Context: an optimization exercise on an open-source flow, tuned for small area. The choices shown serve that exercise and are no tape-out recipe. Function was checked by simulation only, so behaviour that the tests miss may differ from the original. Power and IR drop assume default switching activity.

**flow/design.v**
```verilog
`timescale 1ns / 1ps
module Allocator
	#(parameter MODEL_ADDR_WIDTH=10, MODEL_DATA_WIDTH=18, MODEL_LOC_SIZE=1024,
					WEIGHT_ADDR_WIDTH=11, WEIGHT_DATA_WIDTH=9, WEIGHT_LOC_SIZE=2048,
					TENSOR_ADDR_WIDTH=9, TENSOR_DATA_WIDTH=36, TENSOR_LOC_SIZE=512)
	(input clk_11MHz, input resetn,
	output reg [7:0] N,
	output reg [7:0] M,
	output reg mm_ena,
	output reg mm_wea,
	output reg [MODEL_ADDR_WIDTH-1:0] mm_addra,
	output reg [MODEL_DATA_WIDTH-1:0] mm_dla,
	output wm_ena_0, wm_ena_1, wm_ena_2, wm_ena_3, wm_ena_4, wm_ena_5, wm_ena_6, wm_ena_7,
	output wm_wea_0, wm_wea_1, wm_wea_2, wm_wea_3, wm_wea_4, wm_wea_5, wm_wea_6, wm_wea_7,
	output [WEIGHT_ADDR_WIDTH-1:0] wm_addra_0,
	output [WEIGHT_ADDR_WIDTH-1:0] wm_addra_1,
	output [WEIGHT_ADDR_WIDTH-1:0] wm_addra_2,
	output [WEIGHT_ADDR_WIDTH-1:0] wm_addra_3,
	output [WEIGHT_ADDR_WIDTH-1:0] wm_addra_4,
	output [WEIGHT_ADDR_WIDTH-1:0] wm_addra_5,
	output [WEIGHT_ADDR_WIDTH-1:0] wm_addra_6,
	output [WEIGHT_ADDR_WIDTH-1:0] wm_addra_7,
	output [WEIGHT_DATA_WIDTH-1:0] wm_dla_0,
	output [WEIGHT_DATA_WIDTH-1:0] wm_dla_1,
	output [WEIGHT_DATA_WIDTH-1:0] wm_dla_2,
	output [WEIGHT_DATA_WIDTH-1:0] wm_dla_3,
	output [WEIGHT_DATA_WIDTH-1:0] wm_dla_4,
	output [WEIGHT_DATA_WIDTH-1:0] wm_dla_5,
	output [WEIGHT_DATA_WIDTH-1:0] wm_dla_6,
	output [WEIGHT_DATA_WIDTH-1:0] wm_dla_7,
	output reg tm_ena, tm_wea,
	output reg [TENSOR_ADDR_WIDTH-1:0] tm_addra,
	output [TENSOR_DATA_WIDTH-1:0] tm_dla,
	input [7:0] RxData,
	input valid,
	output reg start_sig,
	output reg [3:0] StateLED
	);
	parameter	IMG_SIZE=10'd784;
	parameter 	Waiting=4'h0,
					FType=4'h1,
					Nnum=4'h2,
					S1=4'h3,
					S2=4'h4,
					WN=4'h5,
					Mnum=4'h6,
					MS1=4'h7,
					MS2=4'h8,
					ReadW=4'h9,
					ReadS=4'hA,
					ReadImage=4'hB,
					Last=4'hC,
					Error=4'hD;
	reg wm_ena[7:0];
	reg wm_wea[7:0];
	reg [WEIGHT_ADDR_WIDTH-1:0] wm_addra[7:0];
	reg [WEIGHT_DATA_WIDTH-1:0] wm_dla[7:0];
	assign wm_ena_0=wm_ena[0];  
	assign wm_ena_1=wm_ena[1];
	assign wm_ena_2=wm_ena[2];
	assign wm_ena_3=wm_ena[3];
	assign wm_ena_4=wm_ena[4];
	assign wm_ena_5=wm_ena[5];
	assign wm_ena_6=wm_ena[6];
	assign wm_ena_7=wm_ena[7];
	assign wm_wea_0=wm_wea[0];  
	assign wm_wea_1=wm_wea[1];
	assign wm_wea_2=wm_wea[2];
	assign wm_wea_3=wm_wea[3];
	assign wm_wea_4=wm_wea[4];
	assign wm_wea_5=wm_wea[5];
	assign wm_wea_6=wm_wea[6];
	assign wm_wea_7=wm_wea[7];
	assign wm_addra_0=wm_addra[0];  
	assign wm_addra_1=wm_addra[1];
	assign wm_addra_2=wm_addra[2];
	assign wm_addra_3=wm_addra[3];
	assign wm_addra_4=wm_addra[4];
	assign wm_addra_5=wm_addra[5];
	assign wm_addra_6=wm_addra[6];
	assign wm_addra_7=wm_addra[7];
	assign wm_dla_0=wm_dla[0];  
	assign wm_dla_1=wm_dla[1];
	assign wm_dla_2=wm_dla[2];
	assign wm_dla_3=wm_dla[3];
	assign wm_dla_4=wm_dla[4];
	assign wm_dla_5=wm_dla[5];
	assign wm_dla_6=wm_dla[6];
	assign wm_dla_7=wm_dla[7];
	reg [3:0] state;
	reg [3:0] next_state;
	reg [0:0] ncnt;
	reg [15:0] i;
	reg [15:0] cnt;
	reg [15:0] line;
	reg [15:0] acline;
	reg [15:0] L;
	reg [15:0] COL;
	reg [15:0] ROW;
	reg [7:0] buffer;
	reg [31:0] img_buffer;
	integer iter;
	assign tm_dla=img_buffer;
	always @(posedge clk_11MHz)
	begin
		if(~resetn)
		begin
			N<=0; M<=0; ROW<=0; COL<=0; 
			mm_ena<=0; mm_wea<=0; buffer<=0;
			mm_addra<=0; mm_dla<=0;
			for(iter=0;iter<8;iter=iter+1)
			begin
				wm_ena[iter]<=0; wm_wea[iter]<=0;
				wm_addra[iter]<=0; wm_dla[iter]<=0;
			end
			tm_ena<=0; tm_wea<=0;
			tm_addra<=0;
			img_buffer<=0;
		end
		else if(valid)
		begin
			case(state)
			Nnum:
			begin
				N<=RxData;
			end
			S1:
			begin
				if(ncnt==0)
				begin
					mm_ena<=0; mm_wea<=0;
					buffer<=RxData;
				end
				else
				begin
					mm_ena<=1; mm_wea<=1;
					mm_addra<=i*4; mm_dla<={1'b0, 1'b0, buffer, RxData};
				end
			end
			S2:
			begin
				if(ncnt==0)
				begin
					mm_ena<=0; mm_wea<=0;
					buffer<=RxData;
				end
				else
				begin
					mm_ena<=1; mm_wea<=1;
					mm_addra<=i*4+1; mm_dla<={1'b0, 1'b0, buffer, RxData};
				end
			end
			WN:
			begin
				if(ncnt==0)
				begin
					mm_ena<=0; mm_wea<=0;
					buffer<=RxData;
				end
				else
				begin
					mm_ena<=1; mm_wea<=1;
					mm_addra<=i*4+2; mm_dla<={1'b0, 1'b0, buffer, RxData};
				end
			end
			Mnum:
			begin
				M<=RxData;
			end
			MS1:
			begin
				if(ncnt==0) begin buffer<=RxData; end
				else begin ROW<={buffer, RxData}; end
			end
			MS2:
			begin
				if(ncnt==0) begin buffer<=RxData; end
				else begin COL<={buffer, RxData}; end
			end
			ReadW:
			begin
				for(iter=0;iter<8;iter=iter+1)
				begin
					if(iter==L[2:0]) begin
						wm_ena[iter]<=1; wm_wea[iter]<=1;
						wm_addra[iter]<=acline[WEIGHT_ADDR_WIDTH-1:0]; wm_dla[iter]<={1'b0, RxData};
					end
					else begin
						wm_ena[iter]<=0; wm_wea[iter]<=0;
					end
				end
			end
			ReadImage:
			begin
				tm_ena<=(i[1:0]==3)?(1):(0); tm_wea<=(i[1:0]==3)?(1):(0); tm_addra<=i/4;
				img_buffer<={RxData[7:0], img_buffer[31:8]};
			end
			Last:
			begin
				mm_ena<=0; mm_wea<=0;
				for(iter=0;iter<8;iter=iter+1)
				begin
					wm_ena[iter]<=0; wm_wea[iter]<=0;
				end
				tm_ena<=0; tm_wea<=0;
			end
			default:
			begin
				mm_ena<=0; mm_wea<=0;
				end
			endcase
		end
		else
		begin
			mm_ena<=0; mm_wea<=0;
			for(iter=0;iter<8;iter=iter+1)
			begin
				wm_ena[iter]<=0; wm_wea[iter]<=0;
			end
			tm_ena<=0; tm_wea<=0;
		end
	end
	always @(posedge clk_11MHz)
	begin
		if(~resetn)
		begin
			cnt <= 0; ncnt <= 0;
			L<=0;
			line<=0; acline<=0;
			start_sig<=0;
		end
		else if(valid)
		begin
			case(state)
			Waiting:
			begin
				cnt <= 0; ncnt <= 0;
				start_sig <= 0;
			end
			FType:
			begin
				cnt <= (RxData==8'h03)?(IMG_SIZE-1):(0); ncnt <= 0;
				i<=0;
				end
			Nnum:
			begin
				cnt <= RxData-1; ncnt <= 0;
				i<=0;
			end
			S1:
			begin
				cnt <= cnt; ncnt <= (ncnt==0)?(1):(0);
			end
			S2:
			begin
				cnt <= cnt; ncnt <= (ncnt==0)?(1):(0);
			end
			WN:
			begin
				cnt <= (ncnt==1 && cnt>0)?(cnt-1):(cnt);
				ncnt <= (ncnt==0)?(1):(0);
				i<=(ncnt==1 && cnt>0)?(i+1):(i);
			end
			Mnum:
			begin
				cnt <= RxData-1; ncnt <= 0;
				i<=0;
				acline <= 0;
			end
			MS1:
			begin
				cnt <= cnt; ncnt <= (ncnt==0)?(1):(0);
			end
			MS2:
			begin
				cnt <= cnt; ncnt <= (ncnt==0)?(1):(0);
				L <= 0;
				line <= 0;
			end
			ReadW:
			begin
				cnt <= (L==COL-1 && line==ROW-1 && cnt>0)?(cnt-1):(cnt);
				ncnt <= 0;
				L <= (L==COL-1)?(0):(L+1);
				line <= (L==COL-1)?(line+1):(line);
				acline <= (L[2:0]==3'h7 || L==COL-1)?(acline+1):(acline);
			end
			ReadImage:
			begin
				cnt <= cnt-1; ncnt <= 0;
				i<=i+1;
				start_sig <= (cnt==0)?(1):(0);
			end
			Last:
			begin
				cnt <= 0; ncnt <= 0;
				start_sig<=0;
			end
			default:
			begin
				cnt <= cnt; ncnt <= ncnt;
				start_sig<=0;
			end
			endcase
		end
		else
		begin
			cnt <= cnt; ncnt <= ncnt;
			start_sig <= 0;
		end
	end
	always @(*) begin
		case(state)
		Waiting: next_state = (RxData==8'hFF) ? (FType) : (Waiting);
		FType: next_state = (RxData==8'h01) ? (Nnum) : ((RxData==8'h02) ? (Mnum) : ((RxData==8'h03) ? (ReadImage) : (Error)));
		Nnum: next_state = S1;
		S1: next_state = (ncnt==0)?(S1):(S2);
		S2: next_state = (ncnt==0)?(S2):(WN);
		WN: next_state = (ncnt==0)?(WN):((cnt>0) ? (S1) : (Last));
		Mnum: next_state = MS1;
		MS1: next_state = (ncnt==0)?(MS1):(MS2);
		MS2: next_state = (ncnt==0)?(MS2):(ReadW);
		ReadW: next_state = (L!=COL-1 || line!=ROW-1)?(ReadW):((cnt>0)?(MS1):(Last));
		ReadImage: next_state = (cnt>0) ? (ReadImage) : (Last);
		Last: next_state = (RxData==8'hFF) ? (Waiting) : (Error);
		default: next_state = Waiting;
		endcase
	end
	always @(posedge clk_11MHz) begin
		if(~resetn) begin state <= Waiting; end
		else if(valid) begin state <= next_state; end
		else begin state <= state; end
	end
	reg [2:0] instage;
	always @(posedge clk_11MHz) begin
		if(~resetn) begin instage<=0; StateLED <= 0; end
		else if(valid) begin
			case(state)
			FType: begin
				instage<=(next_state==Nnum)?(1):((next_state==Mnum)?(2):((next_state==ReadImage)?(3):(0)));
				StateLED[3]<=0;
			end
			Nnum: StateLED[0]<=1;
			Mnum: StateLED[1]<=1;
			ReadImage: StateLED[2]<=1;
			Last: begin
					StateLED[3]<=(next_state!=Error && instage==3)?(1):(StateLED[3]);
					StateLED[2]<=(next_state!=Error && instage==3)?(0):(StateLED[2]);
					StateLED[1]<=(next_state!=Error && instage==2)?(0):(StateLED[1]);
					StateLED[0]<=(next_state!=Error && instage==1)?(0):(StateLED[0]);
			end
			endcase
		end
	end
endmodule
```
**flow/run.sh**
```bash
#!/bin/bash
# synth_recipe.tcl (not shown) runs the flow's synth.tcl, then flattens the netlist and writes it again
# the make line also repeats each setting of config.mk as NAME=value (left out here)
make -C /OpenROAD-flow-scripts/flow DESIGN_CONFIG=/design/flow/config.mk WORK_HOME=/design/flow/orfs CLKGATE_MAP_FILE= SYNTH_SCRIPT=/design/flow/synth_recipe.tcl finish
```
**flow/config.mk**
```make
export PLATFORM = sky130hd
export DESIGN_NAME = Allocator
export DESIGN_NICKNAME = Allocator
export VERILOG_FILES = /design/flow/design.v
export SDC_FILE = /design/flow/constraint.sdc
export NUM_CORES = 4
export LEC_CHECK = 0
export CAP_MARGIN = 20
export CORE_MARGIN = 2
export CORE_UTILIZATION = 40
export SLEW_MARGIN = 20
```
**flow/constraint.sdc**
```tcl
create_clock -name core_clock -period 5.0 [get_ports {clk_11MHz}]
set_input_delay 1.0000 -clock core_clock [delete_from_list [all_inputs] [get_ports {clk_11MHz}]]
set_output_delay 1.0000 -clock core_clock [all_outputs]
set_load 0.01 [all_outputs]
```
==> results.toml <==
[outcome]
status = "finished clean"

[detailed_routing]
first_iter_violations = 1273
drt-pass1-iter-count = 5
route.vias.total = 15592
via_per_inst = 5.50
wl_per_cell_microns = 19.7
routed_wl_microns = 55800
drt.antenna.violating_nets = 0
drc = 0

[cts]
clkTransAtPathRegs_ps = 60
clockRootBuffer = "clkbuf_16"
cts_setup_buffers = 0
htree_levels = 2
cts_tree = "done"
insertion_delay_ps = 560
cts_repair_resize_count = 0
cts.path.max_buffers = 3
ctsHoldBuffers = 0
cts_buffers = 41
cts_sinks = 367

[worst_setup_path]
crit_chain = "inv_1 -> ha_1 -> or4b_1 -> nor4_1 -> o22ai_1 -> nor4_1 -> o2111a_1 -> nand4_1 -> a21boi_0 -> o22ai_1"
path_buf_inv = 1
crit_type = "reg2reg"
slowest_delay_ps = 620
arrival_ps = 4100
worstRegToRegCells = 10
r2r_start = "ROW[0]"
worst_path_max_delay_cell = "or4b_1"
r2r_end = "cnt[11]"
cp_num_cells = 10
crit_path_start_kind = "flop"
crit_end = "cnt[11]"
crit_path_start = "ROW[0]"
critPathRequiredTime_ps = 5410
ff2ff_setup_slack_ps = 1310
end_kind = "flop"
critical_path.top_delay_family = "simple AND/OR/NAND/NOR gates"
path_max_fanout = 15

[sta]
tns_ps = 0
max_freq_mhz = 271
rsz0062_at_grt = "false"
finalSetupViolations = 0
slew_headroom = 0.275
period_share = 0.737
worst_pin_slew_ps = 1090
finalClockSkew_ps = 12.9
post-route-min-period_ps = 3690
hold_violations = 0
slew_violations = 0

[yosys]
synth_seq_cells = 367
ys_async_sr_fraction = 0
ys.flop_type = "dfxtp_1"
synth_area_sq_um = 16400
synth_edf_count = 11
ys_warn_count = 5
synth_cell_type_count = 81
netlist_instances = 2110
avgSynthCellArea_sq_um = 7.76
ys_seq_area_frac = 0.455

[grt]
grt_pass1_vias = 14329
grt_max_degree = 175
antenna_found_initial = 1
grt_use_total = 0.254
gr-total-overflow = 0
grt_pass1_wl_microns = 83900

[floorplan]
dieArea_sq_um = 42600
dieWidth_microns = 206
start_util = 0.403
ios = 285
core-area_sq_um = 40600
rows = 74
die_y_microns = 206

[pwr]
power_w = 0.00633
p_int_w = 0.00479
pwr-share-seq = 0.474
pwr-share-comb = 0.059
swShare = 0.243
p_sw_w = 0.00154
clockPowerShare = 0.466
leakage_nw = 6.93
irDropWorstVdd_mv = 0.274
power_density_nw_per_um2 = 309

[job]
maxCapViolations = 0

[placement]
globalplace.congestion = 0.900
place.port_buffers = 270
place_inst = 2766
dpl.hpwl_microns = 37300

[layout]
nets = 2304
stdcell_count = 2834
final_util = 0.504
antenna_cells = 0
syn_to_final_growth_pct = 25.2
drive_gt1_frac = 0.0569

[worst_hold_path]
worstHoldPathType = "reg2reg"
==> metrics by stage <==
stage	setup slack, ps	cell area (sq um)	hold slack [ps]
after CTS	1340	20500	454
after detailed placement	1190	19200	447
after floorplan	1770	16400	441
after global placement	1210	19200	442
after global routing	1020	20500	470
final	1310	20500	454
==> placed cells by master (no fill, tap or decap), types with 7 or more instances in the layout <==
cell and n:
and3_1 22, buf_4 26, clkdlybuf4s50_1 269, mux2i_1 28, nand4_1 12, nor4_1 14, o21ai_0 35, nand2_1 594
conb_1 14, a21oi_1 318, o21a_1 13, dfxtp_1 356, clkbuf_16 41, a31oi_1 11, nand2b_1 7, inv_1 28
or2_2 10, nand3_1 51, or3_1 20, and2_1 10, ha_1 16, xor2_1 27, nor3_1 38, clkbuf_8 11
edfxtp_1 11, o22ai_1 13, o31ai_1 10, xnor2_1 35, or4_1 17, nor2_1 104
==> layout make-up <==
class | instances | area, sq um
Clock inverter | 10 | 88.8
Tap cell | 532 | 666
Clock buffer | 58 | 1200
Fill cell | 3889 | 20100
Inverter | 30 | 120
Timing Repair Buffer | 296 | 2890
Sequential cell | 367 | 7460
Multi-Input combinational cell | 1541 | 8080
==> metal layers <==
layer / global-route usage / wire (microns) / share of wire / vias up
li1: - / - / - / 7500
met1: 0.333 / 23900 / 0.43 / 7481
met5: 0 / 0 / 0 / -
met4: 0.0995 / 1900 / 0.034 / 0
met2: 0.401 / 25700 / 0.46 / 507
met3: 0.0646 / 4280 / 0.077 / 104
==> logic make-up (layout without fill, tap and decap cells) <==
kind of cell | count (synthesis) | count (layout) | synth area share
other | 1 | 14 | 0.000229
buffers and inverters | 215 | 394 | 0.0555
AOI/OAI and AO/OA | 481 | 481 | 0.173
DFF | 367 | 367 | 0.455
muxes | 30 | 30 | 0.0185
adders and majority gates | 16 | 16 | 0.0122
and+or+nand+nor | 938 | 938 | 0.252
xor gates and xnor gates | 62 | 62 | 0.0332
==> flip-flops by register name, summed over array words and instances, names as in the netlist, 2 cells and up <==
name,flops
N,8
COL,16
buffer,8
tm_addra,9
acline,11
wm_dla,64
i,11
mm_dla,16
cnt,16
StateLED,4
M,8
state,4
mm_addra,10
ROW,16
L,16
wm_ena,8
img_buffer,32
wm_addra,88
instage,2
line,16
==> synthesized netlist by cell type (all sizes together) (12+ instances only) <==
library cell,count,area [sq um]
a21oi,319,1600
and3,22,138
buf,40,251
clkbuf,145,544
dfxtp,356,7130
ha,16,200
inv,29,109
mux2i,28,280
nand2,595,2230
nand3,51,255
nand4,12,75.1
nor2,105,397
nor3,42,220
nor4,17,125
o21a,13,97.6
o21ai,36,180
o22ai,13,81.3
or3,20,125
or4,18,139
xnor2,35,307
xor2,27,236
==> power groups by stage <==
stage          clock, W  sequential, W  combinational [W]
2_1_floorplan         0        0.00304           0.000275
3_3_place_gp          0        0.00306           0.000370
3_5_place_dp          0        0.00306           0.000371
4_1_cts         0.00300        0.00300           0.000372
5_1_grt         0.00310        0.00300           0.000409
6_report        0.00295        0.00300           0.000376
==> how the worst min path moves through the flow <==
stage,slack [ps],start,cells after the start,end
CTS,450,tm_addra[0],2,tm_addra[0]
floorplan,440,cnt[12],2,cnt[12]
finish,450,wm_dla[7][6],2,wm_dla[7][6]
detailed placement,450,wm_addra[7][10],2,wm_addra[7][10]
global route,470,wm_dla[5][6],2,wm_dla[5][6]
global placement,440,wm_dla[6][6],2,wm_dla[6][6]
==> worst reg2reg max path: stages, from the launching register on <==
cell	delay (ps)
dfxtp_1	370
inv_1	80
ha_1	290
or4b_1	620
nor4_1	370
o22ai_1	130
nor4_1	230
o2111a_1	360
nand4_1	590
a21boi_0	400
o22ai_1	100

[port drivers added, routing unchanged]
Ports are ideal in the flow. The routed layout listed here was re-timed in OpenROAD.
Step 1 (the two cells are an assumption about what drives the block):
set clk [get_ports {clk_11MHz}]
set_driving_cell -lib_cell sky130_fd_sc_hd__clkbuf_16 $clk
set_driving_cell -lib_cell sky130_fd_sc_hd__buf_2 [delete_from_list [all_inputs] $clk]
Step 2 adds t to the input delays and takes it off the output delays; t is the mean of the earliest and latest rising clock arrival at the registers after step 1. Input paths then give back, and output paths get back, about the clock's delay inside the block.
a / b / c = no drivers / after step 1 / after step 2; a / b = the first two.
t (ns): 0.609
setup slack, ns: 1.314 / 1.314 / 1.137
worst setup path after step 2: input to register
latest minus earliest clock arrival (ns): 0.019 / 0.019
slew at the worst register clock pin (ns): 0.07 / 0.07
After both steps setup and hold are still met in this run. For this run, drivers alone change the setup slack by 0.000 ns; drivers and shift together by -0.177 ns.
